From an optimization exercise on the open Yosys and OpenROAD flow, aimed at small area; shortcuts taken in it are not production practice. The RTL was checked by simulation tests, not by an equivalence proof against the original design. The flow treats the clock pin as an ideal source, which a real chip does not have. Power and IR drop assume default switching activity.

`flow/config.mk`:
```
export PLATFORM = sky130hd
export DESIGN_NAME = top
export DESIGN_NICKNAME = top
export VERILOG_FILES = /design/flow/design.v
export SDC_FILE = /design/flow/constraint.sdc
export NUM_CORES = 4
export LEC_CHECK = 0
export CAP_MARGIN = 0
export CORE_MARGIN = 2
export CORE_UTILIZATION = 40
export GPL_TIMING_DRIVEN = 0
export SLEW_MARGIN = 0
```
`flow/constraint.sdc`:
```
create_clock -name core_clock -period 10.0 [get_ports {i_clk}]
set_input_delay 2.0000 -clock core_clock [delete_from_list [all_inputs] [get_ports {i_clk}]]
set_output_delay 2.0000 -clock core_clock [all_outputs]
set_load 0.01 [all_outputs]
```
`flow/design.v`:
```
`timescale 1ns/10ps
module ts_cnt(
  input i_clk, input i_rst,
  output en,         
  output en_tick,    
  output reg rf_debug
);
  localparam [9:0] S1000 = 10'b0101100100;
  localparam [9:0] S1001 = 10'b1011001000;
  reg [4:0] l;
  reg [9:0] u;
  assign en = &l;
  wire ld = en & ~i_rst;
  wire hd = ~en & ~i_rst;
  wire tk = (u == S1001);
  wire ldj = ld & ~tk;
  wire fb = ~(u[9] ^ u[6]);
  assign en_tick = en & tk;
  wire tick_rise = en & (u == S1000);
  always @(posedge i_clk) begin
    if (i_rst) l <= 5'd16;
    else l <= l + 5'd1;
  end
  always @(posedge i_clk) begin
    u[9:1] <= ({9{ldj}} & u[8:0]) | ({9{hd}} & u[9:1]);
    u[0] <= (ld & (fb | tk)) | (hd & u[0]);
  end
  always @(posedge i_clk) begin
    if (i_rst) rf_debug <= 1'b0;
    else if (tick_rise) rf_debug <= ~rf_debug;
  end
endmodule
module ts_deb(
  input i_clk, input i_rst, input en,
  input [4:0] b_in,
  output [4:0] pulse
);
  reg [4:0] s0, s1, s2, s3, bt, pv, rs;
  wire ld = en & ~i_rst;
  wire hd = ~en & ~i_rst;
  wire [4:0] ld5 = {5{ld}};
  wire [4:0] hd5 = {5{hd}};
  always @(posedge i_clk) begin
    s0 <= (ld5 & b_in) | (hd5 & s0);
    s1 <= (ld5 & s0) | (hd5 & s1);
    s2 <= (ld5 & s1) | (hd5 & s2);
    s3 <= (ld5 & s2) | (hd5 & s3);
    bt <= (ld5 & ((s3 & s2) | (bt & (s3 | s2)))) | (hd5 & bt);
    pv <= (ld5 & bt) | (hd5 & pv);
    rs <= (ld5 & bt & ~pv) | (hd5 & rs);
  end
  assign pulse = rs;
endmodule
module ts_ctl(
  input i_clk, input i_rst, input en,
  input sw9, input btnC, input btnL, input btnR, input zall,
  output reg [2:0] state, output reg rf_mode, output reg [1:0] ds
);
  wire [2:0] st = state;
  wire mode = rf_mode, C = btnC, R = btnR, Z = zall;
  wire [2:0] ns;
  assign ns[0] = (st[0] & ~st[1] & ~st[2] & ~C & ~Z) | (st[0] & mode & ~C) | (~st[0] & ~st[1] & ~st[2] & C) | (~st[1] & ~st[2] & mode) | (~st[0] & mode & C) | (~st[0] & ~st[2] & mode) | (~st[0] & mode & R);
  assign ns[1] = (~st[0] & st[1] & ~C) | (~st[1] & ~st[2] & mode) | (st[0] & ~st[1] & ~st[2] & ~C & Z) | (~st[0] & mode & C) | (st[1] & mode & ~C & ~R);
  assign ns[2] = (st[2] & mode & ~C) | (st[0] & st[1] & mode & C) | (st[0] & st[1] & mode & R) | (st[0] & st[2] & mode);
  wire ld = en & ~i_rst;
  wire hd = ~en & ~i_rst;
  always @(posedge i_clk) begin
    state <= ({3{ld}} & ns) | ({3{hd}} & state);
    rf_mode <= (ld & sw9) | (hd & rf_mode);
  end
  always @(posedge i_clk) begin
    if (i_rst) ds <= 2'd0;
    else if (en) begin
      if (btnL) ds <= ds + 2'd1;
      else if (btnR) ds <= ds - 2'd1;
    end
  end
endmodule
module ts_dig(
  input i_clk, input i_rst, input en, input en_tick,
  input [2:0] state, input [1:0] ds, input btnU, input btnD,
  output reg [4:0] j0, output reg [2:0] j1, output reg [4:0] j2, output reg [4:0] j3,
  output zall
);
  wire z0 = ~j0[4] & ~j0[0];
  wire z1 = ~j1[2] & ~j1[0];
  wire z2 = ~j2[4] & ~j2[0];
  wire z3 = ~j3[4] & ~j3[0];
  wire m0 = j0[4] & ~j0[3];    
  wire m1 = j1[2] & ~j1[1];    
  wire m2 = j2[4] & ~j2[3];    
  assign zall = z0 & z1 & z2 & z3;
  wire st_set = (state == 3'd0);
  wire st_run = (state == 3'd1);
  wire st_swr = (state == 3'd4);
  wire st_rst = (state == 3'd5);
  wire [3:0] dsel = 4'b0001 << ds;
  wire [3:0] up, dn;
  assign up[0] = (st_set & btnU & dsel[0]) | (st_swr & en_tick);
  assign up[1] = (st_set & btnU & dsel[1]) | (st_swr & en_tick & m0);
  assign up[2] = (st_set & btnU & dsel[2]) | (st_swr & en_tick & m0 & m1);
  assign up[3] = (st_set & btnU & dsel[3]) | (st_swr & en_tick & m0 & m1 & m2);
  assign dn[0] = (st_set & btnD & dsel[0]) | (st_run & en_tick);
  assign dn[1] = (st_set & btnD & dsel[1]) | (st_run & en_tick & z0);
  assign dn[2] = (st_set & btnD & dsel[2]) | (st_run & en_tick & z0 & z1);
  assign dn[3] = (st_set & btnD & dsel[3]) | (st_run & en_tick & z0 & z1 & z2);
  wire nr = ~i_rst;
  wire clr = en & st_rst;
  wire [3:0] su = {4{en & nr}} & up;
  wire [3:0] sd = {4{en & nr}} & dn & ~up;
  wire [3:0] sh = {4{nr & ~clr}} & ~({4{en}} & (up | dn));
  always @(posedge i_clk) begin
    j0 <= ({5{su[0]}} & {j0[3:0], ~j0[4]}) | ({5{sd[0]}} & {~j0[0], j0[4:1]}) | ({5{sh[0]}} & j0);
    j1 <= ({3{su[1]}} & {j1[1:0], ~j1[2]}) | ({3{sd[1]}} & {~j1[0], j1[2:1]}) | ({3{sh[1]}} & j1);
    j2 <= ({5{su[2]}} & {j2[3:0], ~j2[4]}) | ({5{sd[2]}} & {~j2[0], j2[4:1]}) | ({5{sh[2]}} & j2);
    j3 <= ({5{su[3]}} & {j3[3:0], ~j3[4]}) | ({5{sd[3]}} & {~j3[0], j3[4:1]}) | ({5{sh[3]}} & j3);
  end
endmodule
module ts_blk(
  input i_clk, input i_rst, input en, input done,
  output reg blink
);
  localparam [8:0] B500 = 9'b001000011;
  reg [8:0] bc;
  wire ld = en & done & ~i_rst;
  wire hd = ~en & ~i_rst;
  wire term = (bc == B500);
  wire ldn = ld & ~term;
  wire fb = ~(bc[8] ^ bc[4]);
  always @(posedge i_clk) begin
    bc <= ({9{ldn}} & {bc[7:0], fb}) | ({9{hd}} & bc);
    blink <= (ld & (blink ^ term)) | (hd & blink);
  end
endmodule
module ts_disp(
  input i_clk, input i_rst, input en, input blink,
  input [4:0] j0, input [2:0] j1, input [4:0] j2, input [4:0] j3, input [1:0] ds,
  output [6:0] o_seg_l, output [3:0] o_an_l, output o_dp_l, output [3:0] dval
);
  reg [1:0] ph, an;
  always @(posedge i_clk) begin
    if (i_rst) begin
      ph <= 2'd0; an <= 2'd0;
    end else if (en) begin
      if (ph == 2'd3) begin
        ph <= 2'd1; an <= an + 2'd1;
      end else ph <= ph + 2'd1;
    end
  end
  wire [4:0] j1w = {j1[2] & ~j1[1], j1[2] & ~j1[0], j1[2], j1[1] | j1[2], j1[0] | j1[2]};
  reg [4:0] js, jv;
  always @(*) begin
    case (an)
      2'd0: js = j0;
      2'd1: js = j1w;
      2'd2: js = j2;
      default: js = j3;
    endcase
    case (ds)
      2'd0: jv = j0;
      2'd1: jv = j1w;
      2'd2: jv = j2;
      default: jv = j3;
    endcase
  end
  assign dval[0] = (~jv[3] & jv[4]) | (jv[0] & ~jv[1]) | (~jv[1] & jv[2]) | (jv[0] & jv[4]) | (jv[2] & ~jv[3]);
  assign dval[1] = (~jv[0] & jv[2]) | (jv[1] & ~jv[3]);
  assign dval[2] = jv[2] & jv[3];
  assign dval[3] = ~jv[2] & jv[4];
  wire [6:0] segl;
  assign segl[0] = (js[0] & ~js[1]) | (js[3] & ~js[4]);
  assign segl[1] = js[1] & js[4];
  assign segl[2] = js[1] & ~js[2];
  assign segl[3] = (js[0] & ~js[1]) | (~js[1] & js[2]) | (js[3] & ~js[4]);
  assign segl[4] = (~js[3] & js[4]) | (js[0] & ~js[1]) | (~js[1] & js[2]) | (js[0] & js[2]);
  assign segl[5] = (~js[1] & js[2]) | (js[0] & ~js[3]);
  assign segl[6] = (~js[1] & js[2]) | (~js[1] & ~js[4]);
  assign o_seg_l = segl | {7{blink}};
  assign o_an_l = ~(4'b0001 << an) | {4{blink}};
  assign o_dp_l = ~(an == 2'd2);
endmodule
module top(
  input             i_clk,    
  input             i_rst,    
  input             i_btnC,
  input             i_btnL,
  input             i_btnR,
  input             i_btnU,
  input             i_btnD,
  input [15:0]      i_sw,
  output [15:0]     o_led,
  output [6:0]      o_seg_l,
  output [3:0]      o_an_l,
  output            o_dp_l
);
  wire en, en_tick, rf_debug;
  ts_cnt u_cnt(.i_clk(i_clk), .i_rst(i_rst), .en(en), .en_tick(en_tick), .rf_debug(rf_debug));
  wire [4:0] p;
  ts_deb u_deb(.i_clk(i_clk), .i_rst(i_rst), .en(en),
    .b_in({i_btnD, i_btnU, i_btnR, i_btnL, i_btnC}), .pulse(p));
  wire [2:0] state;
  wire rf_mode;
  wire [1:0] ds;
  wire zall;
  ts_ctl u_ctl(.i_clk(i_clk), .i_rst(i_rst), .en(en), .sw9(i_sw[9]),
    .btnC(p[0]), .btnL(p[1]), .btnR(p[2]), .zall(zall),
    .state(state), .rf_mode(rf_mode), .ds(ds));
  wire [4:0] d0, d2, d3;
  wire [2:0] d1;
  ts_dig u_dig(.i_clk(i_clk), .i_rst(i_rst), .en(en), .en_tick(en_tick),
    .state(state), .ds(ds), .btnU(p[3]), .btnD(p[4]),
    .j0(d0), .j1(d1), .j2(d2), .j3(d3), .zall(zall));
  wire blink;
  ts_blk u_blk(.i_clk(i_clk), .i_rst(i_rst), .en(en), .done(state == 3'd2), .blink(blink));
  wire [3:0] dval;
  ts_disp u_disp(.i_clk(i_clk), .i_rst(i_rst), .en(en), .blink(blink),
    .j0(d0), .j1(d1), .j2(d2), .j3(d3), .ds(ds),
    .o_seg_l(o_seg_l), .o_an_l(o_an_l), .o_dp_l(o_dp_l), .dval(dval));
  assign o_led[0] = rf_debug;
  assign o_led[4:1] = 4'b0001 << ds;
  assign o_led[7:5] = state;
  assign o_led[8] = blink;
  assign o_led[9] = rf_mode;
  assign o_led[11:10] = 2'b00;
  assign o_led[15:12] = dval;
endmodule
```
`flow/flow/run.sh`:
```
#!/bin/bash
# Own layout flow: the standard flow, with an area-oriented ABC mapping in
# synthesis, minimum-size port buffers and a lighter clock tree. Each tool's
# output is in flow_make.log and in ORFS's own logs under orfs/logs.
set -euo pipefail
W=$PWD
F=$W/flow

# Synthesis: the standard flow's own script, with Yosys's abc command replaced by one that
# maps the logic with each ABC script in flow/abc/ and keeps the smallest.
{
  echo "set abc_scripts {$(cd $F/abc && ls *.abc | tr '\n' ' ')}"
  echo "set abc_dir $F/abc"
  echo "set abc_tmp $W/abc_stat.txt"
  echo "source $F/abc_best.tcl"
  cat $W/synth_recipe.tcl
} > $W/own_synth.tcl

bash $W/standard.sh \
  SYNTH_SCRIPT=$W/own_synth.tcl ADDER_MAP_FILE= \
  BUFFER_PORTS_ARGS="-buffer_cell sky130_fd_sc_hd__buf_1" \
  CTS_ARGS="-sink_clustering_enable -repair_clock_nets -dont_use_dummy_load -buf_list sky130_fd_sc_hd__clkbuf_4" \
  POST_CTS_TCL=$F/post_cts.tcl \
  finish > $W/flow_make.log 2>&1
```
`flow/flow/abc/a2.abc`:
```
strash; &get -n; &st; &dch -f; &nf -R 1000 -p -F 8 -A 4; &put; topo
```
`flow/flow/abc/a3.abc`:
```
strash; dc2; &get -n; &st; &dch -f; &nf -R 1000 -p; &put; topo
```
`flow/flow/abc/a5.abc`:
```
strash; &get -n; &st; &dch -f; &nf -R 1000 -p -E 100; &put; topo
```
`flow/flow/abc/a7.abc`:
```
strash; ifraig; &get -n; &st; &dch -f; &nf -R 1000 -p; &put; strash; &get -n; &st; &dch -f; &nf -R 1000 -p; &put; topo
```
`flow/flow/abc/c01.abc`:
```
strash; &get -n; &st; &dch -f; &nf -R 1000 -p -E 100; &put; topo
```
`flow/flow/abc/c02.abc`:
```
strash; &get -n; &st; &dch -f; &nf -R 1000 -p -E 50; &put; topo
```
`flow/flow/abc/c03.abc`:
```
strash; &get -n; &st; &dch -f; &nf -R 1000 -p -E 200 -F 8 -A 4; &put; topo
```
`flow/flow/abc/c04.abc`:
```
strash; ifraig; &get -n; &st; &dch -f; &nf -R 1000 -p -E 100; &put; strash; &get -n; &st; &dch -f; &nf -R 1000 -p -E 100; &put; topo
```
`flow/flow/abc/c05.abc`:
```
strash; dc2; &get -n; &st; &dch -f; &nf -R 1000 -p -E 100; &put; topo
```
`flow/flow/abc/c06.abc`:
```
strash; &get -n; &st; &dch; &nf -R 1000 -p -E 100; &put; topo
```
`flow/flow/abc/c07.abc`:
```
strash; &get -n; &st; &dch -f; &nf -R 1000 -p -E 100 -Q 100; &put; topo
```
`flow/flow/abc/c09.abc`:
```
strash; &get -n; &st; &dch -f; &nf -R 1000 -p -E 1000; &put; topo
```
`flow/flow/abc/c10.abc`:
```
strash; dch -f; amap -m; topo
```
`flow/flow/abc/s5.abc`:
```
strash; dch -f; amap; topo
```
`flow/flow/abc/t6.abc`:
```
strash; &get -n; &st; &dch -f; &nf -R 1000 -a; &put; topo
```
`flow/flow/abc_best.tcl`:
```
# Replaces Yosys's abc command inside the standard flow's synthesis script: map the logic
# with each ABC script in abc_scripts and keep the mapping with the smallest
# cell area. Only the combinational logic is remapped; registers are already
# mapped and keep their names and cells.
proc abc {args} {
  global abc_scripts abc_dir abc_tmp
  set i [lsearch -exact $args -script]
  set j [lsearch -exact $args -liberty]
  set lib [lindex $args [expr {$j + 1}]]
  yosys design -save abc_pre
  set best ""
  set best_area 1e30
  foreach s $abc_scripts {
    yosys design -load abc_pre
    set a [lreplace $args [expr {$i + 1}] [expr {$i + 1}] $abc_dir/$s]
    if {[catch {yosys abc {*}$a} err]} { puts "abc_best: $s failed"; continue }
    yosys tee -q -o $abc_tmp stat -liberty $lib
    set f [open $abc_tmp r]
    set txt [read $f]
    close $f
    regexp {Chip area for module[^:]*:\s*([0-9.]+)} $txt -> area
    puts "abc_best: $s area $area"
    if {$area < $best_area} { set best_area $area; set best $s }
  }
  puts "abc_best: using $best ($best_area)"
  yosys design -load abc_pre
  yosys abc {*}[lreplace $args [expr {$i + 1}] [expr {$i + 1}] $abc_dir/$best]
}
```
`flow/flow/post_cts.tcl`:
```
# Runs after clock tree synthesis (POST_CTS_TCL). The tree is built from
# clkbuf_4 cells; the root is set to clkbuf_8, and each leaf buffer whose
# flip-flops see a clock slew above the target is upsized. Then the placement
# is legalized again.
set clk_slew_target 0.120
proc clk_sink_slew {inst} {
  set worst 0
  set onet [get_nets -of_objects [get_pins -of_objects $inst -filter "direction==output"]]
  foreach p [get_pins -of_objects $onet -filter "direction==input"] {
    set s [get_property $p slew_max]
    if {$s > $worst} { set worst $s }
  }
  return $worst
}
set root [get_cells clkbuf_0_*]
if {[get_property $root ref_name] eq "sky130_fd_sc_hd__clkbuf_4"} {
  replace_cell $root sky130_fd_sc_hd__clkbuf_8
}
set changed 1
while {$changed} {
  set changed 0
  estimate_parasitics -placement
  foreach inst [get_cells clkbuf_*] {
    if {$inst == $root} continue
    set worst [clk_sink_slew $inst]
    set m [get_property $inst ref_name]
    if {$worst > $clk_slew_target} {
      set nm [string map {clkbuf_2 clkbuf_4 clkbuf_4 clkbuf_8 clkbuf_8 clkbuf_16} $m]
      if {$nm ne $m} {
        replace_cell $inst $nm
        set changed 1
        puts "post_cts: [get_full_name $inst] $m -> $nm (load slew $worst)"
      }
    }
  }
}
detailed_placement
check_placement -verbose
estimate_parasitics -placement
```
`flow/standard.sh`:
```
#!/bin/bash
# synth_recipe.tcl (not shown) runs the flow's synth.tcl, then flattens the netlist and writes it again
# the make line also repeats each setting of config.mk as NAME=value (left out here)
make -C /OpenROAD-flow-scripts/flow DESIGN_CONFIG=/design/flow/config.mk WORK_HOME=/design/flow/orfs CLKGATE_MAP_FILE= SYNTH_SCRIPT=/design/flow/synth_recipe.tcl "${@:-finish}"
```
==> impl_results.md, run 1 <==
* CTS tree: done
* WHS at around 440 ps
* Worst Tran Pin Value at between 1000 and 1500 ps
* Critical path's slowest cell: dfxtp_1
* Final nets at 473
* Overall Global Routing Usage at 16.88%
* Worst Setup EP: o_seg_l[3]
* Clk Latency, worst-skew pair at approximately 350 ps
* Setup slack, reg-to-reg at 6990 ps
* RSZ-0062 raised after global routing: false
* Post-route DRC at 0
* Area delta synth->final at 11.40%
* Slew headroom at between 20% and 30%
* Final Slew Violations at 0
* Power density cells at ~130 mW/mm2
* Worst R2R Path Depth at 12
* Setup TNS at 0 ps
* R2R Path End: u_dig.j2[2]
* Maximum fanout along the worst path at 9
* Worst Skew at between 20 and 30 ps
* Synth Area in Adders at 0%
* Filler Cells Inserted at 872
* CP bufs+invs at 1
* Sink Count at around 90
* Non-Filler Instances at 556
* Synth cell types at 38
* Share of the synthesized area in the top cell type at between 40% and 50%
* Port bufs at 33
* Via count at about 3,200
* Final setup vio count at 0
* Largest family of logic cells by synthesized area: compound AO/OA/AOI/OAI gates
* GPL Wtd Cong at between 0.8 and 0.9
* Commonest non-fill, non-tap cell in the layout: dfxtp_1
* Final ANT Viol Nets at 0
* Post-synthesis mux area share at 0%
* Final hold violations at 0
* RR Startpoint: u_cnt.l[0]
* Largest reg by FF count: u_cnt.u
* Max Fclk at 233.0 MHz
* Initial core utilization at 41.74%
* Area of the mapped netlist at between 0.003 and 0.004 mm2
* Top routing layer in use: met4
* Die span in x at between 90 and 100 um
* Global route overflow at 0
* Initial antenna violation count at 0
* Crit. path cell count at 7
* Number of flip-flops under the largest register name at 10
* Largest net degree at the start of global routing at 43
* Core area at 0.008806 mm2
* Final wirelength at 7.923 mm
* Fin crit period at about 4300 ps
* CP Capture Type: output port
* Tcrit/Tclk final at between 40 and 50%
* Routed length on met3 at around 400 um
* Crit path max-delay family: simple AND/OR/NAND/NOR gates
* Most frequent cells in the layout: dfxtp_1, nand2_1, a22o_1
* Die area at 0.009973 mm2
* Max Cap Viol at 0
* Crit Path Class: reg -> out
* Ratio of cells with drive above 1 in the final layout at 4.018%
* Mapped Cells at roughly 400
* Worst Hold Class: reg -> reg
* Met1 WL at roughly 4 mm
* Clock transition at path regs at around 100 ps
* Placed cells at 547
* Wire length per cell at about 14 um
* Leakage at approximately 1.5 nW
* Inserted Diodes at 0
* Max IR drop VDD at around 0.077 mV
* Global-route wire length before repair at between 10 and 15 mm
* Synth Area in Compound Gates at around 26%
* Synth area leaders: dfxtp_1, a22o_1, a222oi_1, nand2_1, nor2_1
* Setup crit start kind: flop
* Seq/Total Area, Yosys at slightly below 50%
* Syn Area/Cell at 9.122 um2
* Vias in the first global route at around 2,800
* Ports at 51
* WP data arrival at 2290 ps
* Largest stage delay, worst path at 490 ps
* Row cnt at 34
* Metal2 WL at roughly 3.5 mm
* Biggest regs: u_cnt.u x10, u_blk.bc x9
* Worst-path cell chain: nor2b_1 > a222oi_1 > nand2_1 > o21ai_0 > o221ai_1 > or2_0 > buf_1
* Number of DRC markers in iteration 0 at about 190
* Via density at roughly 5.7
* #FFs+latches synth at about 90
* Top cell type by total area after synthesis: dfxtp_1
* Drt first pass iters at 5
* Synth Area in Simple Gates at a little over a fifth
* Critical Path RT at 8000 ps
* Yosys warnings at 6
* Die H at roughly 100 um
* Status: no timing/DRC/antenna violations
* Post-synthesis xor/xnor area fraction at under 10%
* Half-perimeter wire length after placement at 5.440 mm
* Worst setup startpoint: u_disp.an[1]
## cell type report
| cell class | count | area, um2 | area share [%] |
|---|---|---|---|
| Tap cell | 108 | 135.1 | 3.300 |
| Inverter | 18 | 67.56 | 1.650 |
| Clock buffer | 9 | 98.84 | 2.414 |
| Buffer | 5 | 37.54 | 0.9166 |
| Sequential cell | 89 | 1782 | 43.51 |
| Multi-Input combinational cell | 292 | 1803 | 44.03 |
| Timing Repair Buffer | 35 | 171.4 | 4.186 |
## worst min path at each step
stage                      from  slack, ps  cells after the start          end
finish              u_deb.pv[4]        440                      2  u_deb.pv[4]
global route        u_deb.pv[4]        460                      1  u_deb.rs[4]
detailed placement  u_deb.pv[0]        430                      2  u_deb.pv[0]
global placement    u_deb.pv[0]        420                      2  u_deb.pv[0]
floorplan           u_deb.pv[0]        410                      2  u_deb.pv[0]
## worst reg2reg max path, cell delays in order (launching register included)
cell,delay (ps)
dfxtp_1,390
and3_1,230
and2_0,200
nand2_1,320
nor2_1,210
nand3_1,120
nor3b_1,300
nand2_1,110
a21boi_0,180
a21oi_1,200
nor2_1,120
a222oi_1,400
clkinv_1,110
## metrics by stage
stage	power [W]	utilization (%)	setup WS, ps	area (um2)
2_1_floorplan	0.0003698	-	5850	3680
3_3_place_gp	0.0003737	44.73	4367	3939
3_5_place_dp	0.0003751	45.38	5595	3996
5_1_grt	0.0005597	46.50	5450	4095
6_report	0.0005356	46.50	5708	4095
## synthesized netlist by cell type
library cell	instances
and3_1	4
a22o_1	40
a222oi_1	19
nand3_1	7
a21boi_0	3
conb_1	1
o311ai_0	1
o211ai_1	3
or3_1	2
a32oi_1	1
xor2_1	3
nor4b_1	3
o22ai_1	3
nor2_1	37
a221oi_1	1
xnor2_1	3
and2_0	6
nand2_1	48
a221o_1	8
nor3_1	24
clkinv_1	18
a31oi_1	6
nand2b_1	6
dfxtp_1	89
o31ai_1	1
a2bb2oi_1	1
o21ai_0	19
a41o_1	1
nor2b_1	13
a211oi_1	2
o221ai_1	1
or2_0	3
buf_4	5
nand4_1	3
o21a_1	1
nor4_1	2
nor3b_1	5
a21oi_1	10
## cells by family (layout without fill, tap and decap cells)
kind of cell | after synthesis | count (layout)
xor+xnor | 6 | 6
buf+inv | 23 | 67
other cells | 1 | 2
compound gates | 121 | 121
flops | 89 | 89
simple gates | 163 | 163
## routing by layer
| layer | vias to the layer above | track usage [%] |
|---|---|---|
| li1 | 1616 | - |
| met1 | 1449 | 22.64 |
| met2 | 80 | 26.35 |
| met3 | 10 | 4.596 |
| met4 | 0 | 5.796 |
| met5 | - | 0 |
## power by group
group          internal [W]  switching [W]  leakage [nW]   total, W
Combinational    0.00000340     0.00000756         0.735  0.0000110
Clock             0.0000640       0.000105        0.0544   0.000169
Sequential         0.000355    0.000000784         0.717   0.000356
==> inputs of run 2 (changes only) <==
--- a/flow/flow/run.sh
+++ b/flow/flow/run.sh
@@ -20,5 +20,6 @@
   SYNTH_SCRIPT=$W/own_synth.tcl ADDER_MAP_FILE= \
   BUFFER_PORTS_ARGS="-buffer_cell sky130_fd_sc_hd__buf_1" \
   CTS_ARGS="-sink_clustering_enable -repair_clock_nets -dont_use_dummy_load -buf_list sky130_fd_sc_hd__clkbuf_4" \
+  POST_RESIZE_TCL=$F/post_resize.tcl \
   POST_CTS_TCL=$F/post_cts.tcl \
   finish > $W/flow_make.log 2>&1
==> flow/flow/post_resize.tcl (new file) <==
# Runs after the placement repair_design (POST_RESIZE_TCL): downsize each
# buffer that repair inserted to the smallest size that keeps the slew on its
# input and output nets under slew_cap (ns), with no max-slew or max-cap
# violation anywhere.
proc net_worst_slew {net} {
  set w 0
  foreach p [get_pins -of_objects $net] {
    set s [get_property $p slew_max]
    if {$s > $w} { set w $s }
  }
  return $w
}
proc buffer_ok {inst slew_cap} {
  if {[sta::max_slew_violation_count] != 0 || [sta::max_capacitance_violation_count] != 0} { return 0 }
  foreach p [get_pins -of_objects $inst] {
    set n [get_nets -of_objects $p]
    if {$n eq ""} continue
    if {[net_worst_slew $n] > $slew_cap} { return 0 }
  }
  return 1
}
proc shrink_repair_buffers {slew_cap} {
  set sizes {sky130_fd_sc_hd__buf_1 sky130_fd_sc_hd__buf_2 sky130_fd_sc_hd__buf_4 sky130_fd_sc_hd__buf_6 sky130_fd_sc_hd__buf_8 sky130_fd_sc_hd__buf_12 sky130_fd_sc_hd__buf_16}
  estimate_parasitics -placement
  foreach inst [get_cells -quiet {load_slew* place* max_cap* max_length* wire*}] {
    set orig [get_property $inst ref_name]
    if {[lsearch -exact $sizes $orig] < 0} continue
    foreach s $sizes {
      if {$s eq $orig} break
      replace_cell $inst $s
      estimate_parasitics -placement
      if {[buffer_ok $inst $slew_cap]} {
        puts "shrink: [get_full_name $inst] $orig -> $s"
        set orig ""
        break
      }
    }
    if {$orig ne ""} { replace_cell $inst $orig; estimate_parasitics -placement }
  }
}
shrink_repair_buffers 1.0
--- a/flow/config.mk
+++ b/flow/config.mk
@@ -8,5 +8,4 @@
 export CAP_MARGIN = 0
 export CORE_MARGIN = 2
 export CORE_UTILIZATION = 40
-export GPL_TIMING_DRIVEN = 0
 export SLEW_MARGIN = 0
==> impl_results.md, run 2 <==
* Status: no timing/DRC/antenna violations
* Maximum fanout along the worst path at 9 (unchanged)
* Share of the synthesized area in the top cell type at 48.47% (unchanged)
* RR Startpoint: u_cnt.l[0]
* WP data arrival at 2290 ps (about the same)
* Row cnt at 34 (unchanged)
* Final hold violations at 0 (unchanged)
* Seq/Total Area, Yosys at 48.47% (unchanged)
* Setup crit start kind: flop
* Tcrit/Tclk final at 42.86% (-0.067 points)
* GPL Wtd Cong at 0.8379 (+0.46%)
* Number of flip-flops under the largest register name at 10 (unchanged)
* Global-route wire length before repair at 13.22 mm (-1.9%)
* Number of DRC markers in iteration 0 at 248 (+28%)
* Worst setup startpoint: u_disp.an[1]
* Filler Cells Inserted at 857 (-1.7%)
* Final setup vio count at 0 (unchanged)
* Sink Count at 89 (unchanged)
* Critical Path RT at 8000 ps (about the same)
* #FFs+latches synth at 89 (unchanged)
* Final Slew Violations at 0 (unchanged)
* Synth cell types at 38 (unchanged)
* Power density cells at 132.6 mW/mm2 (+1.4%)
* Largest net degree at the start of global routing at 55 (+28%)
* Leakage at 1.468 nW (-2.6%)
* Largest reg by FF count: u_cnt.u
* Clock transition at path regs at 110 ps (about the same)
* Area delta synth->final at 9.360%
* Inserted Diodes at 0 (unchanged)
* Global route overflow at 0 (unchanged)
* Mapped Cells at 403 (unchanged)
* Clk pwr share at 31.5% (about the same)
* Setup TNS at 0 ps (unchanged)
* CP Capture Type: output port
* Worst Tran Pin Value at 1160 ps (+86.64 ps)
* Overall Global Routing Usage at 16.35% (-0.53 points)
* Max IR drop VDD at 0.06831 mV (-11%)
* Sw power at 0.0001118 W (-1.2%)
* Die span in x at 99.87 um (unchanged)
* Seq pwr share at 66.8% (+0.4 points)
* Half-perimeter wire length after placement at 5.327 mm (-2.1%)
* Top cell type by total area after synthesis: dfxtp_1
* Most frequent cells in the layout: dfxtp_1, nand2_1, a22o_1
* Commonest non-fill, non-tap cell in the layout: dfxtp_1
* Hold path start: u_deb.bt[3]
* Post-synth top flop: dfxtp_1
* Synth Area in Compound Gates at 25.87% (unchanged)
* Vias in the first global route at 2,827 (-0.53%)
* Port bufs at 33 (unchanged)
* Worst Hold Class: reg -> reg
* Ports at 51 (unchanged)
* Biggest regs: u_cnt.u x10, u_blk.bc x9
* EDFF count, synth at 0 (unchanged)
* Final Core Density at 45.65% (-0.85 points)
* Wire length per cell at 14.28 um (+0.19%)
* Max Fclk at 233.3 MHz (+0.16%)
* Die area at 0.009973 mm2 (unchanged)
* Synth area leaders: dfxtp_1, a22o_1, a222oi_1, nand2_1, nor2_1
* Area of the mapped netlist at 0.003676 mm2 (unchanged)
* Final ANT Viol Nets at 0 (unchanged)
* Max Cap Viol at 0 (unchanged)
* Die H at 99.87 um (unchanged)
* Post-synthesis xor/xnor area fraction at 1.430% (unchanged)
* Largest family of logic cells by synthesized area: compound AO/OA/AOI/OAI gates
* Final nets at 468 (-1.1%)
* Combinational Power Share at 1.8% (-0.2 points)
* Yosys warnings at 6 (unchanged)
* Drt first pass iters at 5 (unchanged)
* Initial core utilization at 41.74% (unchanged)
* Switch share at 20.98% (-0.15 points)
* Syn Area/Cell at 9.122 um2 (unchanged)
* Top cells by count, synth: dfxtp_1, nand2_1, a22o_1
* Fin crit period at 4286 ps (-6.670 ps)
* Worst Skew at 29.25 ps (+2.814 ps)
* CTS tree: done
* Post-synthesis mux area share at 0% (unchanged)
* Slew headroom at 22.50% (-6.0 points)
* Ratio of cells with drive above 1 in the final layout at 2.935% (-1.1 points)
* Initial antenna violation count at 0 (unchanged)
* Most common cell in the netlist: dfxtp_1
* Synth Area in Simple Gates at 21.27% (unchanged)
* Core area at 0.008806 mm2 (unchanged)
* Crit Path Class: reg -> out
* Via count at 3,174 (+0.60%)
* Clk Latency, worst-skew pair at 350 ps (about the same)
* Synth Area in Adders at 0% (unchanged)
* Post-route DRC at 0 (unchanged)
* Synth async-reset ratio at 0% (unchanged)
* RSZ-0062 raised after global routing: false
* Via density at 5.760 (+1.5%)
* Internal power at 0.0004213 W (-0.28%)
* Final wirelength at 7.867 mm (-0.71%)
run 2: logic make-up after synthesis:
| family | after synthesis |
|---|---|
| AOI/OAI and AO/OA | 121 |
| other | 1 |
| buffers and inverters | 23 |
| DFF | 89 |
| xor gates and xnor gates | 6 |
| and+or+nand+nor | 163 |
run 2: area by class of cell:
type	instances	area [um2]	area share (%)
Sequential cell	89	1782	44.32
Clock buffer	9	98.84	2.459
Inverter	18	67.56	1.681
Tap cell	108	135.1	3.361
Timing Repair Buffer	35	133.9	3.330
Multi-Input combinational cell	292	1803	44.85
run 2: per-stage QoR:
stage / power, W / worst slack [ps] / std cells / instance area (um2) / hold WS, ps
finish: 0.0005331 / 5714 / 551 / 4020 / 434.9
global route: 0.0005575 / 5538 / 551 / 4020 / 455.6
detailed placement: 0.0003739 / 5798 / 542 / 3921 / 424.0
global placement: 0.0003737 / 5950 / 542 / 3926 / 417.8
floorplan: 0.0003698 / 5850 / 404 / 3680 / 410.2
run 2: power groups by stage:
stage / combinational, W / clock (W) / sequential (W)
after floorplan: 0.00000575 / 0 / 0.000364
after global placement: 0.00000957 / 0 / 0.000364
after detailed placement: 0.00000969 / 0 / 0.000364
after global routing: 0.0000108 / 0.000191 / 0.000356
final: 0.00000950 / 0.000168 / 0.000356
run 2: path summary, 6_finish.rpt:
| check | cells past startpoint | slack [ps] | endpoint |
|---|---|---|---|
| setup reg to reg | 12 | 7050 | u_dig.j2[2] |
| hold reg to reg | 2 | 430 | u_deb.pv[3] |
| hold / removal | 2 | 430 | u_deb.pv[3] |
| setup / recovery | 7 | 5710 | o_seg_l[3] |
run 2: worst max-delay path: stages, from the launching register on:
cell and delay [ps]:
dfxtp_1 490, nor2b_1 470, a222oi_1 200, nand2_1 90
o21ai_0 130, o221ai_1 270, or2_0 150, buf_1 150
run 2: metal layers:
layer	part of all wire, %	vias to the layer above	global-route usage (%)
met2	46	71	26.56
met3	4.0	8	4.178
met4	1.1	0	5.163
li1	-	1606	-
met1	49	1489	21.43
met5	0	-	0
==> inputs of run 3 (changes only) <==
--- a/flow/design.v
+++ b/flow/design.v
@@ -78,10 +78,12 @@
 endmodule
 module ts_dig(
   input i_clk, input i_rst, input en, input en_tick,
-  input [2:0] state, input [1:0] ds, input btnU, input btnD,
+  input [2:0] state, input [1:0] ds, input btnU, input btnD, input leave,
   output reg [4:0] j0, output reg [2:0] j1, output reg [4:0] j2, output reg [4:0] j3,
+  output reg blink,
   output zall
 );
+  localparam [8:0] B500 = 9'b001000011;
   wire z0 = ~j0[4] & ~j0[0];
   wire z1 = ~j1[2] & ~j1[0];
   wire z2 = ~j2[4] & ~j2[0];
@@ -92,6 +94,7 @@
   assign zall = z0 & z1 & z2 & z3;
   wire st_set = (state == 3'd0);
   wire st_run = (state == 3'd1);
+  wire st_done = (state == 3'd2);
   wire st_swr = (state == 3'd4);
   wire st_rst = (state == 3'd5);
   wire [3:0] dsel = 4'b0001 << ds;
@@ -104,36 +107,37 @@
   assign dn[1] = (st_set & btnD & dsel[1]) | (st_run & en_tick & z0);
   assign dn[2] = (st_set & btnD & dsel[2]) | (st_run & en_tick & z0 & z1);
   assign dn[3] = (st_set & btnD & dsel[3]) | (st_run & en_tick & z0 & z1 & z2);
+  wire [8:0] bc = {j0[0], j3[3:0], j2[3:0]};
+  wire term = (bc == B500);
+  wire fb = ~(bc[8] ^ bc[4]);
   wire nr = ~i_rst;
+  wire ldd = en & st_done & nr;
+  wire sb = ldd & ~term & ~leave;    
+  wire hd = ~en & nr;
+  always @(posedge i_clk) blink <= (ldd & (blink ^ term)) | (hd & blink);
   wire clr = en & st_rst;
   wire [3:0] su = {4{en & nr}} & up;
   wire [3:0] sd = {4{en & nr}} & dn & ~up;
   wire [3:0] sh = {4{nr & ~clr}} & ~({4{en}} & (up | dn));
-  always @(posedge i_clk) begin
-    j0 <= ({5{su[0]}} & {j0[3:0], ~j0[4]}) | ({5{sd[0]}} & {~j0[0], j0[4:1]}) | ({5{sh[0]}} & j0);
+  wire shl0 = sh[0] & ~(en & st_done);
+  wire shl2 = sh[2] & ~(en & st_done);
+  wire shl3 = sh[3] & ~(en & st_done);
+  wire sul2 = su[2] | sb;
+  wire sul3 = su[3] | sb;
+  always @(posedge i_clk) begin
+    j0[4:1] <= ({4{su[0]}} & j0[3:0]) | ({4{sd[0]}} & {~j0[0], j0[4:2]}) | ({4{sh[0]}} & j0[4:1]);
+    j0[0] <= (su[0] & ~j0[4]) | (sb & j3[3]) | (sd[0] & j0[1]) | (shl0 & j0[0]);
     j1 <= ({3{su[1]}} & {j1[1:0], ~j1[2]}) | ({3{sd[1]}} & {~j1[0], j1[2:1]}) | ({3{sh[1]}} & j1);
-    j2 <= ({5{su[2]}} & {j2[3:0], ~j2[4]}) | ({5{sd[2]}} & {~j2[0], j2[4:1]}) | ({5{sh[2]}} & j2);
-    j3 <= ({5{su[3]}} & {j3[3:0], ~j3[4]}) | ({5{sd[3]}} & {~j3[0], j3[4:1]}) | ({5{sh[3]}} & j3);
-  end
-endmodule
-module ts_blk(
-  input i_clk, input i_rst, input en, input done,
-  output reg blink
-);
-  localparam [8:0] B500 = 9'b001000011;
-  reg [8:0] bc;
-  wire ld = en & done & ~i_rst;
-  wire hd = ~en & ~i_rst;
-  wire term = (bc == B500);
-  wire ldn = ld & ~term;
-  wire fb = ~(bc[8] ^ bc[4]);
-  always @(posedge i_clk) begin
-    bc <= ({9{ldn}} & {bc[7:0], fb}) | ({9{hd}} & bc);
-    blink <= (ld & (blink ^ term)) | (hd & blink);
+    j2[4] <= (su[2] & j2[3]) | (sd[2] & ~j2[0]) | (sh[2] & j2[4]);
+    j2[3:1] <= ({3{sul2}} & j2[2:0]) | ({3{sd[2]}} & j2[4:2]) | ({3{shl2}} & j2[3:1]);
+    j2[0] <= (su[2] & ~j2[4]) | (sb & fb) | (sd[2] & j2[1]) | (shl2 & j2[0]);
+    j3[4] <= (su[3] & j3[3]) | (sd[3] & ~j3[0]) | (sh[3] & j3[4]);
+    j3[3:1] <= ({3{sul3}} & j3[2:0]) | ({3{sd[3]}} & j3[4:2]) | ({3{shl3}} & j3[3:1]);
+    j3[0] <= (su[3] & ~j3[4]) | (sb & j2[3]) | (sd[3] & j3[1]) | (shl3 & j3[0]);
   end
 endmodule
 module ts_disp(
-  input i_clk, input i_rst, input en, input blink,
+  input i_clk, input i_rst, input en, input blink, input done,
   input [4:0] j0, input [2:0] j1, input [4:0] j2, input [4:0] j3, input [1:0] ds,
   output [6:0] o_seg_l, output [3:0] o_an_l, output o_dp_l, output [3:0] dval
 );
@@ -147,20 +151,23 @@
       end else ph <= ph + 2'd1;
     end
   end
+  wire [4:0] j0m = {j0[4:1], j0[0] & ~done};
+  wire [4:0] j2m = {j2[4], j2[3:0] & {4{~done}}};
+  wire [4:0] j3m = {j3[4], j3[3:0] & {4{~done}}};
   wire [4:0] j1w = {j1[2] & ~j1[1], j1[2] & ~j1[0], j1[2], j1[1] | j1[2], j1[0] | j1[2]};
   reg [4:0] js, jv;
   always @(*) begin
     case (an)
-      2'd0: js = j0;
+      2'd0: js = j0m;
       2'd1: js = j1w;
-      2'd2: js = j2;
-      default: js = j3;
+      2'd2: js = j2m;
+      default: js = j3m;
     endcase
     case (ds)
-      2'd0: jv = j0;
+      2'd0: jv = j0m;
       2'd1: jv = j1w;
-      2'd2: jv = j2;
-      default: jv = j3;
+      2'd2: jv = j2m;
+      default: jv = j3m;
     endcase
   end
   assign dval[0] = (~jv[3] & jv[4]) | (jv[0] & ~jv[1]) | (~jv[1] & jv[2]) | (jv[0] & jv[4]) | (jv[2] & ~jv[3]);
@@ -205,15 +212,14 @@
   ts_ctl u_ctl(.i_clk(i_clk), .i_rst(i_rst), .en(en), .sw9(i_sw[9]),
     .btnC(p[0]), .btnL(p[1]), .btnR(p[2]), .zall(zall),
     .state(state), .rf_mode(rf_mode), .ds(ds));
+  wire blink;
   wire [4:0] d0, d2, d3;
   wire [2:0] d1;
   ts_dig u_dig(.i_clk(i_clk), .i_rst(i_rst), .en(en), .en_tick(en_tick),
-    .state(state), .ds(ds), .btnU(p[3]), .btnD(p[4]),
-    .j0(d0), .j1(d1), .j2(d2), .j3(d3), .zall(zall));
-  wire blink;
-  ts_blk u_blk(.i_clk(i_clk), .i_rst(i_rst), .en(en), .done(state == 3'd2), .blink(blink));
+    .state(state), .ds(ds), .btnU(p[3]), .btnD(p[4]), .leave(p[0] | rf_mode),
+    .j0(d0), .j1(d1), .j2(d2), .j3(d3), .blink(blink), .zall(zall));
   wire [3:0] dval;
-  ts_disp u_disp(.i_clk(i_clk), .i_rst(i_rst), .en(en), .blink(blink),
+  ts_disp u_disp(.i_clk(i_clk), .i_rst(i_rst), .en(en), .blink(blink), .done(state == 3'd2),
     .j0(d0), .j1(d1), .j2(d2), .j3(d3), .ds(ds),
     .o_seg_l(o_seg_l), .o_an_l(o_an_l), .o_dp_l(o_dp_l), .dval(dval));
   assign o_led[0] = rf_debug;
--- a/flow/flow/post_cts.tcl
+++ b/flow/flow/post_cts.tcl
@@ -2,7 +2,7 @@
 # clkbuf_4 cells; the root is set to clkbuf_8, and each leaf buffer whose
 # flip-flops see a clock slew above the target is upsized. Then the placement
 # is legalized again.
-set clk_slew_target 0.120
+set clk_slew_target 0.128
 proc clk_sink_slew {inst} {
   set worst 0
   set onet [get_nets -of_objects [get_pins -of_objects $inst -filter "direction==output"]]
--- a/flow/config.mk
+++ b/flow/config.mk
@@ -7,5 +7,5 @@
 export LEC_CHECK = 0
 export CAP_MARGIN = 0
 export CORE_MARGIN = 2
-export CORE_UTILIZATION = 40
+export CORE_UTILIZATION = 60
 export SLEW_MARGIN = 0
==> impl_results.md, run 3 <==
* Status: no timing/DRC/antenna violations
* Seq/Total Area, Yosys at 45.42% (-3.0 points)
* Worst Tran Pin Value at 735.5 ps (-424.3 ps)
* Critical Path RT at 8000 ps (about the same)
* Final Slew Violations at 0 (unchanged)
* #FFs+latches synth at 80 (-10%)
* Wire length per cell at 15.82 um (+11%)
* Top cells by count, synth: dfxtp_1, nand2_1, nor2_1
* Global route overflow at 0 (unchanged)
* GPL Wtd Cong at 0.9021 (+7.7%)
* Die span in x at 80.66 um (-19%)
* Global-route wire length before repair at 13.90 mm (+5.2%)
* EDFF count, synth at 0 (unchanged)
* Largest reg by FF count: u_cnt.u
* Leakage at 1.409 nW (-4.0%)
* Final ANT Viol Nets at 0 (unchanged)
* Worst Setup EP: o_seg_l[3]
* Area delta synth->final at 8.126%
* Synth area leaders: dfxtp_1, a22o_1, nand2_1, a222oi_1, nor2_1
* Met3 Use GR at 6.404% (+2.2 points)
* CTS tree: done
* Max Cap Viol at 0 (unchanged)
* R2R Path End: u_dig.j3[1]
* Port bufs at 33 (unchanged)
* Vias in the first global route at 3,055 (+8.1%)
* Final wirelength at 8.257 mm (+5.0%)
* WHS at 445.0 ps (+10.09 ps)
* Tcrit/Tclk final at 47.79% (+4.9 points)
* Drt first pass iters at 5 (unchanged)
* Clock transition at path regs at 100 ps (about the same)
* Worst setup startpoint: u_ctl.state[1]
* Overall Global Routing Usage at 27.32% (+11 points)
* Worst Hold Class: reg -> reg
* Top cell type by total area after synthesis: dfxtp_1
* Hold path start: u_deb.pv[1]
* M1 GR Usage at 34.95% (+14 points)
* Ratio of cells with drive above 1 in the final layout at 3.111% (+0.18 points)
* Ports at 51 (unchanged)
* Setup TNS at 0 ps (unchanged)
* Crit Path Class: reg -> out
* Core area at 0.005608 mm2 (-36%)
* Syn Area/Cell at 8.621 um2 (-5.5%)
* Most common cell in the netlist: dfxtp_1
* Area of the mapped netlist at 0.003526 mm2 (-4.1%)
* CP Capture Type: output port
* Synth async-reset ratio at 0% (unchanged)
* Setup slack, reg-to-reg at 6680 ps (-370 ps)
* Non-Filler Instances at 522 (-5.3%)
* Final Core Density at 67.98% (+22 points)
* Worst Skew at 41.54 ps (+12.29 ps)
* Die area at 0.006506 mm2 (-35%)
* Worst R2R Path Depth at 11 (-1)
* WP data arrival at 2780 ps (+490 ps)
* Gr busiest metal: met2
* Row cnt at 27 (-21%)
* Clk Latency, worst-skew pair at 360 ps (about the same)
* Share of the synthesized area in the top cell type at 45.42% (-3.0 points)
* Commonest non-fill, non-tap cell in the layout: dfxtp_1
* Max Fclk at 209.3 MHz (-10%)
* Dpl ws at 5583 ps (-214.8 ps)
* M2 GR Usage at 45.42% (+19 points)
* Setup crit start kind: flop
* Slew headroom at 50.97% (+28 points)
* Synth cell types at 47 (+24%)
* Final setup vio count at 0 (unchanged)
* Final setup margin at 5221 ps (-493.2 ps)
* Sink Count at 80 (-10%)
* Number of flip-flops under the largest register name at 10 (unchanged)
* Max IR drop VDD at 0.1158 mV (+70%)
* Half-perimeter wire length after placement at 5.864 mm (+10%)
* RSZ-0062 raised after global routing: false
* Post-route DRC at 0 (unchanged)
* Number of DRC markers in iteration 0 at 338 (+36%)
* Final nets at 475 (+1.5%)
* Via density at 6.234 (+8.2%)
* Final hold violations at 0 (unchanged)
* Maximum fanout along the worst path at 13 (+4)
* Yosys warnings at 5 (-1)
* Post-synth top flop: dfxtp_1
* Initial core utilization at 62.87% (+21 points)
* Inserted Diodes at 0 (unchanged)
* Via count at 3,254 (+2.5%)
* Most frequent cells in the layout: dfxtp_1, nand2_1, nor2_1
* Mapped Cells at 409 (+1.5%)
* Initial antenna violation count at 0 (unchanged)
* Largest net degree at the start of global routing at 44 (-20%)
* RR Startpoint: u_cnt.l[0]
* Fin crit period at 4779 ps (+493.2 ps)
* Die H at 80.66 um (-19%)
* Placed cells at 513 (-5.4%)
* Power density cells at 125.5 mW/mm2 (-5.3%)
==> run 3: critical path, stage by stage (launching register included) <==
cell	delay, ps
dfxtp_1	500
clkinv_1	130
or3_1	580
a32o_1	340
a311oi_1	330
nor2_1	90
nor2_1	130
nand2_1	90
a21o_1	150
buf_1	120
==> run 3: final cells by class <==
type	count	area [um2]
inverter	23	86.33
fill	489	1795
timing repair buffer	36	138.9
tap	72	90.09
sequential	80	1602
multi-input combinational	302	1809
clock buffer	9	86.33
==> run 3: worst min path at each step <==
stage / to / slack (ps) / cells after the start
after global routing: u_deb.pv[1] / 450 / 2
final: u_deb.pv[1] / 450 / 2
after detailed placement: u_deb.pv[1] / 430 / 2
after global placement: u_deb.pv[3] / 420 / 2
after floorplan: u_deb.pv[0] / 410 / 2
==> run 3: power breakdown <==
| group | internal [W] | total, W | switching, W |
|---|---|---|---|
| logic | 0.00000254 | 0.00000925 | 0.00000671 |
| registers | 0.000319 | 0.000320 | 0.000000838 |
| clock network | 0.0000553 | 0.000149 | 0.0000939 |
| total | 0.000377 | 0.000479 | 0.000101 |
==> run 3: per-layer routing <==
| layer | vias to the layer above | part of all wire (%) |
|---|---|---|
| met5 | - | 0 |
| met4 | 0 | 0.86 |
| met3 | 11 | 6.3 |
| met2 | 117 | 48 |
| met1 | 1503 | 45 |
| li1 | 1623 | - |
==> run 3: cells by family (layout without fill, tap and decap cells) <==
logic type / count (synthesis) / after routing / synth area share, %
AO/OA/AOI/OAI: 125 / 125 / 26.62
XOR/XNOR: 7 / 7 / 1.739
buffers and inverters: 28 / 68 / 3.513
other: 1 / 2 / 0.1064
flip-flops: 80 / 80 / 45.42
AND/OR/NAND/NOR: 168 / 168 / 22.60
==> run 3: per-stage QoR <==
step	power, W	instance area (um2)
floorplan	0.0003331	3530
global placement	0.0003369	3734
detailed placement	0.0003369	3726
global route	0.0004968	3812
finish	0.0004786	3812
==> inputs of run 4 (changes only) <==
--- a/flow/flow/post_cts.tcl
+++ b/flow/flow/post_cts.tcl
@@ -2,7 +2,7 @@
 # clkbuf_4 cells; the root is set to clkbuf_8, and each leaf buffer whose
 # flip-flops see a clock slew above the target is upsized. Then the placement
 # is legalized again.
-set clk_slew_target 0.128
+set clk_slew_target 0.120
 proc clk_sink_slew {inst} {
   set worst 0
   set onet [get_nets -of_objects [get_pins -of_objects $inst -filter "direction==output"]]
--- a/flow/config.mk
+++ b/flow/config.mk
@@ -7,5 +7,5 @@
 export LEC_CHECK = 0
 export CAP_MARGIN = 0
 export CORE_MARGIN = 2
-export CORE_UTILIZATION = 60
+export CORE_UTILIZATION = 40
 export SLEW_MARGIN = 0
==> impl_results.md, run 4 <==
* Critical Path RT at 8000 ps (about the same)
* Setup crit start kind: flop
* Status: no timing/DRC/antenna violations
* Row cnt at 34 (+26%)
* Most common cell in the netlist: dfxtp_1
* Leakage at 1.409 nW (about the same)
* Worst Hold Class: reg -> reg
* Global route overflow at 0 (unchanged)
* Maximum fanout along the worst path at 13 (unchanged)
* Global-route wire length before repair at 14.46 mm (+4.0%)
* Power density cells at 125.3 mW/mm2 (-0.18%)
* Clk pwr share at 31.9% (+0.7 points)
* Worst Tran Pin Value at 959.5 ps (+224.1 ps)
* Commonest non-fill, non-tap cell in the layout: dfxtp_1
* CTS tree: done
* Worst setup startpoint: u_ctl.state[1]
* Yosys warnings at 5 (unchanged)
* Crit Path Class: reg -> out
* Area delta synth->final at 9.581%
* Final wirelength at 8.542 mm (+3.5%)
* GPL Wtd Cong at 0.8889 (-1.5%)
* Max Cap Viol at 0 (unchanged)
* Slew headroom at 35.88% (-15 points)
* Top cell type by total area after synthesis: dfxtp_1
* Seq pwr share at 66.1% (-0.8 points)
* Final Slew Violations at 0 (unchanged)
* M2 GR Usage at 28.98% (-16 points)
* Final nets at 474 (-0.21%)
* WP data arrival at 2870 ps (+90 ps)
* Filler Cells Inserted at 866 (+77%)
* M1 GR Usage at 24.50% (-10 points)
* Sw power at 0.0001029 W (+1.4%)
* Clock transition at path regs at 90 ps (about the same)
* Die H at 97.89 um (+21%)
* Area of the multi-input gates at 0.001814 mm2 (+0.28%)
* Tot Pwr at 0.0004841 W (+1.2%)
* #FFs+latches synth at 80 (unchanged)
* Met3 Use GR at 4.366% (-2.0 points)
* RSZ-0062 raised after global routing: false
* Number of flip-flops under the largest register name at 10 (unchanged)
* Seq/Total Area, Yosys at 45.42% (unchanged)
* Number of DRC markers in iteration 0 at 242 (-28%)
* Area of the mapped netlist at 0.003526 mm2 (unchanged)
* Inserted Diodes at 0 (unchanged)
* Wire length per cell at 15.34 um (-3.0%)
* FF/Latch Area at 0.001602 mm2 (unchanged)
* Via density at 5.786 (-7.2%)
* Switch share at 21.25% (+0.050 points)
* Clk Latency, worst-skew pair at 350 ps (about the same)
* R2R Path End: u_dig.j3[3]
* Via count at 3,223 (-0.95%)
* Largest reg by FF count: u_cnt.u
* Internal power at 0.0003813 W (+1.1%)
* Ports at 51 (unchanged)
* Syn Area/Cell at 8.621 um2 (unchanged)
* Final ANT Viol Nets at 0 (unchanged)
* Top cells by count, synth: dfxtp_1, nand2_1, nor2_1
* Worst Setup EP: o_seg_l[3]
* Max IR drop VDD at 0.09199 mV (-21%)
* Synth area leaders: dfxtp_1, a22o_1, nand2_1, a222oi_1, nor2_1
* CP Capture Type: output port
* Max Fclk at 205.1 MHz (-2.0%)
* Ratio of cells with drive above 1 in the final layout at 2.895% (-0.22 points)
* Port bufs at 33 (unchanged)
* Worst Skew at 26.54 ps (-15.01 ps)
* Vias in the first global route at 2,929 (-4.1%)
* Most frequent cells in the layout: dfxtp_1, nand2_1, nor2_1
* Worst R2R Path Depth at 11 (unchanged)
* Post-synth top flop: dfxtp_1
* Largest net degree at the start of global routing at 45 (+2.3%)
* Final hold violations at 0 (unchanged)
* Drt first pass iters at 5 (unchanged)
* Mapped Cells at 409 (unchanged)
* Gr busiest metal: met2
* RR Startpoint: u_cnt.l[0]
* Combinational Power Share at 2.0% (about the same)
* Fin crit period at 4875 ps (+95.69 ps)
* Final setup vio count at 0 (unchanged)
* Core area at 0.008636 mm2 (+54%)
* Half-perimeter wire length after placement at 5.854 mm (-0.17%)
* Share of the synthesized area in the top cell type at 45.42% (unchanged)
* Synth cell types at 47 (unchanged)
* Initial antenna violation count at 0 (unchanged)
* Overall Global Routing Usage at 18.39% (-8.9 points)
* Setup TNS at 0 ps (unchanged)
* Synth async-reset ratio at 0% (unchanged)
* Post-route DRC at 0 (unchanged)
* EDFF count, synth at 0 (unchanged)
* Die span in x at 97.89 um (+21%)
* Die area at 0.009581 mm2 (+47%)
* Sink Count at 80 (unchanged)
* Initial core utilization at 40.83% (-22 points)
* Tcrit/Tclk final at 48.75% (+0.96 points)
* Setup slack, reg-to-reg at 6620 ps (-60 ps)
==> run 4: cell counts after synthesis <==
No cell type changed its count.
==> run 4: how the worst min path moves through the flow <==
stage                              to  cells after the start        start  slack [ps]
after global placement    u_deb.pv[1]                      2  u_deb.pv[1]         420
after global routing      u_deb.pv[0]                      2  u_deb.pv[0]         470
after detailed placement  u_deb.pv[1]                      2  u_deb.pv[1]         420
final                     u_deb.pv[4]                      2  u_deb.pv[4]         440
after floorplan           u_deb.pv[0]                      2  u_deb.pv[0]         410
==> run 4: layer usage <==
metal / wire length, um / part of all wire, %
met5: 0 / 0
met4: 144 / 1.7
met3: 472 / 5.5
met2: 3905 / 46
met1: 4020 / 47
==> run 4: logic make-up (layout without fill, tap and decap cells) <==
family	after synthesis	in the layout	share of synthesized area, %
AND/OR/NAND/NOR	168	168	22.60
XOR/XNOR	7	7	1.739
flip-flops	80	80	45.42
other	1	2	0.1064
buffers and inverters	28	67	3.513
AO/OA/AOI/OAI	125	125	26.62
==> run 4: area by class of cell <==
| class | instances | share of cell area [%] |
|---|---|---|
| Clock buffer | 9 | 2.396 |
| Tap cell | 108 | 3.497 |
| Sequential cell | 80 | 41.45 |
| Inverter | 23 | 2.234 |
| Multi-Input combinational cell | 302 | 46.96 |
| Timing Repair Buffer | 35 | 3.465 |
==> run 4: worst max-delay path, stage by stage, from the launching register on <==
cell and delay [ps]:
dfxtp_1 510, clkinv_1 130, or3_1 590, a32o_1 340
a311oi_1 380, nor2_1 90, nor2_1 130, nand2_1 90
a21o_1 150, buf_1 120
==> run 4: stage by stage <==
step / hold WS (ps) / area (um2) / instances / util [%] / setup slack (ps)
2_1_floorplan: 410.2 / 3530 / 410 / - / 5799
6_report: 437.4 / 3864 / 557 / 44.74 / 5125
5_1_grt: 466.0 / 3864 / 557 / 44.74 / 4898
3_5_place_dp: 424.9 / 3771 / 548 / 43.67 / 5526
3_3_place_gp: 417.4 / 3776 / 548 / 43.73 / 5557
==> run 4: power groups by stage <==
stage,logic [W],clock network (W),registers (W)
floorplan,0.00000575,0,0.000327
global placement,0.00000952,0,0.000327
detailed placement,0.00000964,0,0.000328
global route,0.0000108,0.000176,0.000320
finish,0.00000954,0.000154,0.000320
==> inputs of run 5 (changes only) <==
--- a/flow/design.v
+++ b/flow/design.v
@@ -35,21 +35,22 @@
   input [4:0] b_in,
   output [4:0] pulse
 );
-  reg [4:0] s0, s1, s2, s3, bt, pv, rs;
+  reg [4:0] s0, s1, s2, q0, q1, q2;
   wire ld = en & ~i_rst;
   wire hd = ~en & ~i_rst;
   wire [4:0] ld5 = {5{ld}};
   wire [4:0] hd5 = {5{hd}};
+  wire [4:0] n0 = (~q1 & q2) | (q0 & s2) | (q0 & q2);
+  wire [4:0] n1 = (q0 & q2) | (~q2 & s2);
   always @(posedge i_clk) begin
     s0 <= (ld5 & b_in) | (hd5 & s0);
     s1 <= (ld5 & s0) | (hd5 & s1);
     s2 <= (ld5 & s1) | (hd5 & s2);
-    s3 <= (ld5 & s2) | (hd5 & s3);
-    bt <= (ld5 & ((s3 & s2) | (bt & (s3 | s2)))) | (hd5 & bt);
-    pv <= (ld5 & bt) | (hd5 & pv);
-    rs <= (ld5 & bt & ~pv) | (hd5 & rs);
-  end
-  assign pulse = rs;
+    q2 <= (ld5 & s2) | (hd5 & q2);
+    q1 <= (ld5 & n1) | (hd5 & q1);
+    q0 <= (ld5 & n0) | (hd5 & q0);
+  end
+  assign pulse = q0 & ~q1;
 endmodule
 module ts_ctl(
   input i_clk, input i_rst, input en,
==> impl_results.md, run 5 <==
* Status: no timing/DRC/antenna violations
* Final hold violations at 0 (unchanged)
* Final Core Density at 45.71% (+0.97 points)
* Top cells by count, synth: dfxtp_1, nand2_1, nor2_1
* Overall Global Routing Usage at 18.10% (-0.29 points)
* Syn Area/Cell at 8.342 um2 (-3.2%)
* Sw power at 0.00009931 W (-3.4%)
* Worst Tran Pin Value at 931.1 ps (-28.42 ps)
* Wire length per cell at 15.18 um (-1.0%)
* Global route overflow at 0 (unchanged)
* Post-synth top flop: dfxtp_1
* Combinational Power Share at 2.3% (+0.3 points)
* Row cnt at 33 (-2.9%)
* EDFF count, synth at 0 (unchanged)
* Share of the synthesized area in the top cell type at 43.37% (-2.1 points)
* Sink Count at 75 (-6.3%)
* Synth area leaders: dfxtp_1, a22o_1, nand2_1, nor2_1, a222oi_1
* Drt first pass iters at 6 (+1)
* Seq/Total Area, Yosys at 43.37% (-2.1 points)
* Slew headroom at 37.93% (+2.0 points)
* Final nets at 481 (+1.5%)
* Port bufs at 33 (unchanged)
* #FFs+latches synth at 75 (-6.3%)
* Number of flip-flops under the largest register name at 10 (unchanged)
* Core area at 0.008299 mm2 (-3.9%)
* Most common cell in the netlist: dfxtp_1
* Most frequent cells in the layout: dfxtp_1, nand2_1, nor2_1
* Max IR drop VDD at 0.07003 mV (-24%)
* Switch share at 21.75% (+0.50 points)
* Final setup vio count at 0 (unchanged)
* WHS at 459.7 ps (+22.23 ps)
* Yosys warnings at 5 (unchanged)
* Leakage at 1.376 nW (-2.3%)
* Vias in the first global route at 2,912 (-0.58%)
* Internal power at 0.0003574 W (-6.3%)
* Largest reg by FF count: u_cnt.u
* Critical Path RT at 8000 ps (about the same)
* Final ANT Viol Nets at 0 (unchanged)
* Clk pwr share at 32.0% (about the same)
* Ports at 51 (unchanged)
* Max Cap Viol at 0 (unchanged)
* Largest net degree at the start of global routing at 38 (-16%)
* Number of DRC markers in iteration 0 at 206 (-15%)
* Via count at 3,273 (+1.6%)
* Final Slew Violations at 0 (unchanged)
* Synth cell types at 44 (-6.4%)
* Area delta synth->final at 9.577% (about the same)
* WP data arrival at 2870 ps (about the same)
* Initial antenna violation count at 0 (unchanged)
* Power density cells at 120.4 mW/mm2 (-3.9%)
* Top cell type by total area after synthesis: dfxtp_1
* Filler Cells Inserted at 832 (-3.9%)
* Area of the mapped netlist at 0.003462 mm2 (-1.8%)
* Global-route wire length before repair at 14.05 mm (-2.8%)
* Tcrit/Tclk final at 48.70% (-0.050 points)
* Worst Skew at 28.74 ps (+2.200 ps)
* Mapped Cells at 415 (+1.5%)
* Commonest non-fill, non-tap cell in the layout: dfxtp_1
* Tot Pwr at 0.0004567 W (-5.7%)
* Seq pwr share at 65.7% (-0.4 points)
* Post-route DRC at 0 (unchanged)
* Max Fclk at 205.4 MHz (+0.10%)
* Initial core utilization at 41.72% (+0.89 points)
* Fin crit period at 4870 ps (-5.000 ps)
* Die area at 0.009416 mm2 (-1.7%)
* Setup crit start kind: flop
* Setup TNS at 0 ps (unchanged)
* Inserted Diodes at 0 (unchanged)
* Synth async-reset ratio at 0% (unchanged)
* CTS tree: done
* Ratio of cells with drive above 1 in the final layout at 2.851% (-0.044 points)
* Clock transition at path regs at 80 ps (about the same)
* Final wirelength at 8.517 mm (-0.29%)
* CP Capture Type: output port
* Via density at 5.834 (+0.83%)
* Die span in x at 97.04 um (-0.87%)
* GPL Wtd Cong at 0.8837 (-0.58%)
* Clk Latency, worst-skew pair at 350 ps (about the same)
* Die H at 97.04 um (-0.87%)
* Worst Hold Class: reg -> reg
* Maximum fanout along the worst path at 18 (+5)
* RSZ-0062 raised after global routing: false
* Half-perimeter wire length after placement at 5.962 mm (+1.8%)
* Final setup margin at 5130 ps (+5.000 ps)
* Dpl ws at 5510 ps (-15.13 ps)
* Crit Path Class: reg -> out
run 5: power groups by stage:
| stage | Combinational (W) | Clock [W] | Sequential [W] |
|---|---|---|---|
| after floorplan | 0.00000631 | 0 | 0.000307 |
| after global placement | 0.0000103 | 0 | 0.000307 |
| after detailed placement | 0.0000102 | 0 | 0.000307 |
| after global routing | 0.0000112 | 0.000164 | 0.000300 |
| final | 0.0000103 | 0.000146 | 0.000300 |
run 5: logic make-up after synthesis:
kind of cell / count (synthesis) / synth area share (%)
buffers and inverters: 37 / 4.554
AND/OR/NAND/NOR: 163 / 22.30
AO/OA/AOI/OAI: 131 / 27.65
XOR/XNOR: 8 / 2.024
flip-flops: 75 / 43.37
other: 1 / 0.1083
run 5: cell type report:
class,instances,area [um2],share of cell area [%]
Inverter,32,120.1,3.166
Tap cell,105,131.4,3.463
Multi-Input combinational cell,304,1817,47.89
Sequential cell,75,1501,39.58
Clock buffer,9,86.33,2.276
Timing Repair Buffer,36,137.6,3.628
run 5: critical path: stages (launching register included):
cell	delay [ps]
dfxtp_1	460
clkinv_1	170
or3_1	660
a32o_1	370
a211oi_1	200
a21oi_1	90
a21oi_1	170
nand2_1	80
or2_0	210
buf_1	130
run 5: worst paths after layout:
kind	from	end	slack, ps	cells past startpoint
worst max-delay path	u_ctl.state[1]	o_seg_l[3]	5130	9
worst min-delay path	u_deb.q1[2]	u_deb.q0[2]	460	1
worst max register to register	u_cnt.l[0]	u_dig.j3[1]	6740	12
worst min register to register	u_deb.q1[2]	u_deb.q0[2]	460	1
run 5: routing by layer:
metal / wire (um) / global-route usage [%]
met1: 4271 / 25.01
met2: 3639 / 27.46
met3: 406 / 2.962
met4: 199 / 8.776
met5: 0 / 0
run 5: per-stage QoR:
stage / cells / cell area (um2)
floorplan: 416 / 3466
global placement: 552 / 3716
detailed placement: 552 / 3707
global route: 561 / 3794
finish: 561 / 3794

-- re-timing with driven ports --
In the flow no input, the clock included, has a driving cell. The finished layouts below were timed again as built, in two steps. Step 1: set_driving_cell puts a clkbuf_16 on i_clk and a buf_2 on each other input, an assumption about the parent block. Step 2 moves the port delays by t, midway between the first and last clock arrival at a register: inputs arrive t later, outputs are due t later. That takes back most of the time a late clock gives input paths. Slacks: ideal / step 1 / step 2; pairs: ideal / step 1.
| run | shift t [ns] | setup WS [ns] | clock arrival spread, ns |
|---|---|---|---|
| run 1 | 0.374 | 5.708 / 5.674 / 5.575 | 0.027 / 0.027 |
| run 2 | 0.371 | 5.714 / 5.682 / 5.814 | 0.030 / 0.030 |
| run 3 | 0.367 | 5.221 / 5.190 / 5.557 | 0.042 / 0.042 |
| run 4 | 0.368 | 5.125 / 5.093 / 5.462 | 0.027 / 0.027 |
| run 5 | 0.363 | 5.130 / 5.099 / 5.462 | 0.029 / 0.029 |
After both steps setup and hold are still met in every run listed. For run 1, which loses most, drivers alone change the setup slack by -0.034 ns; drivers and shift together by -0.133 ns.
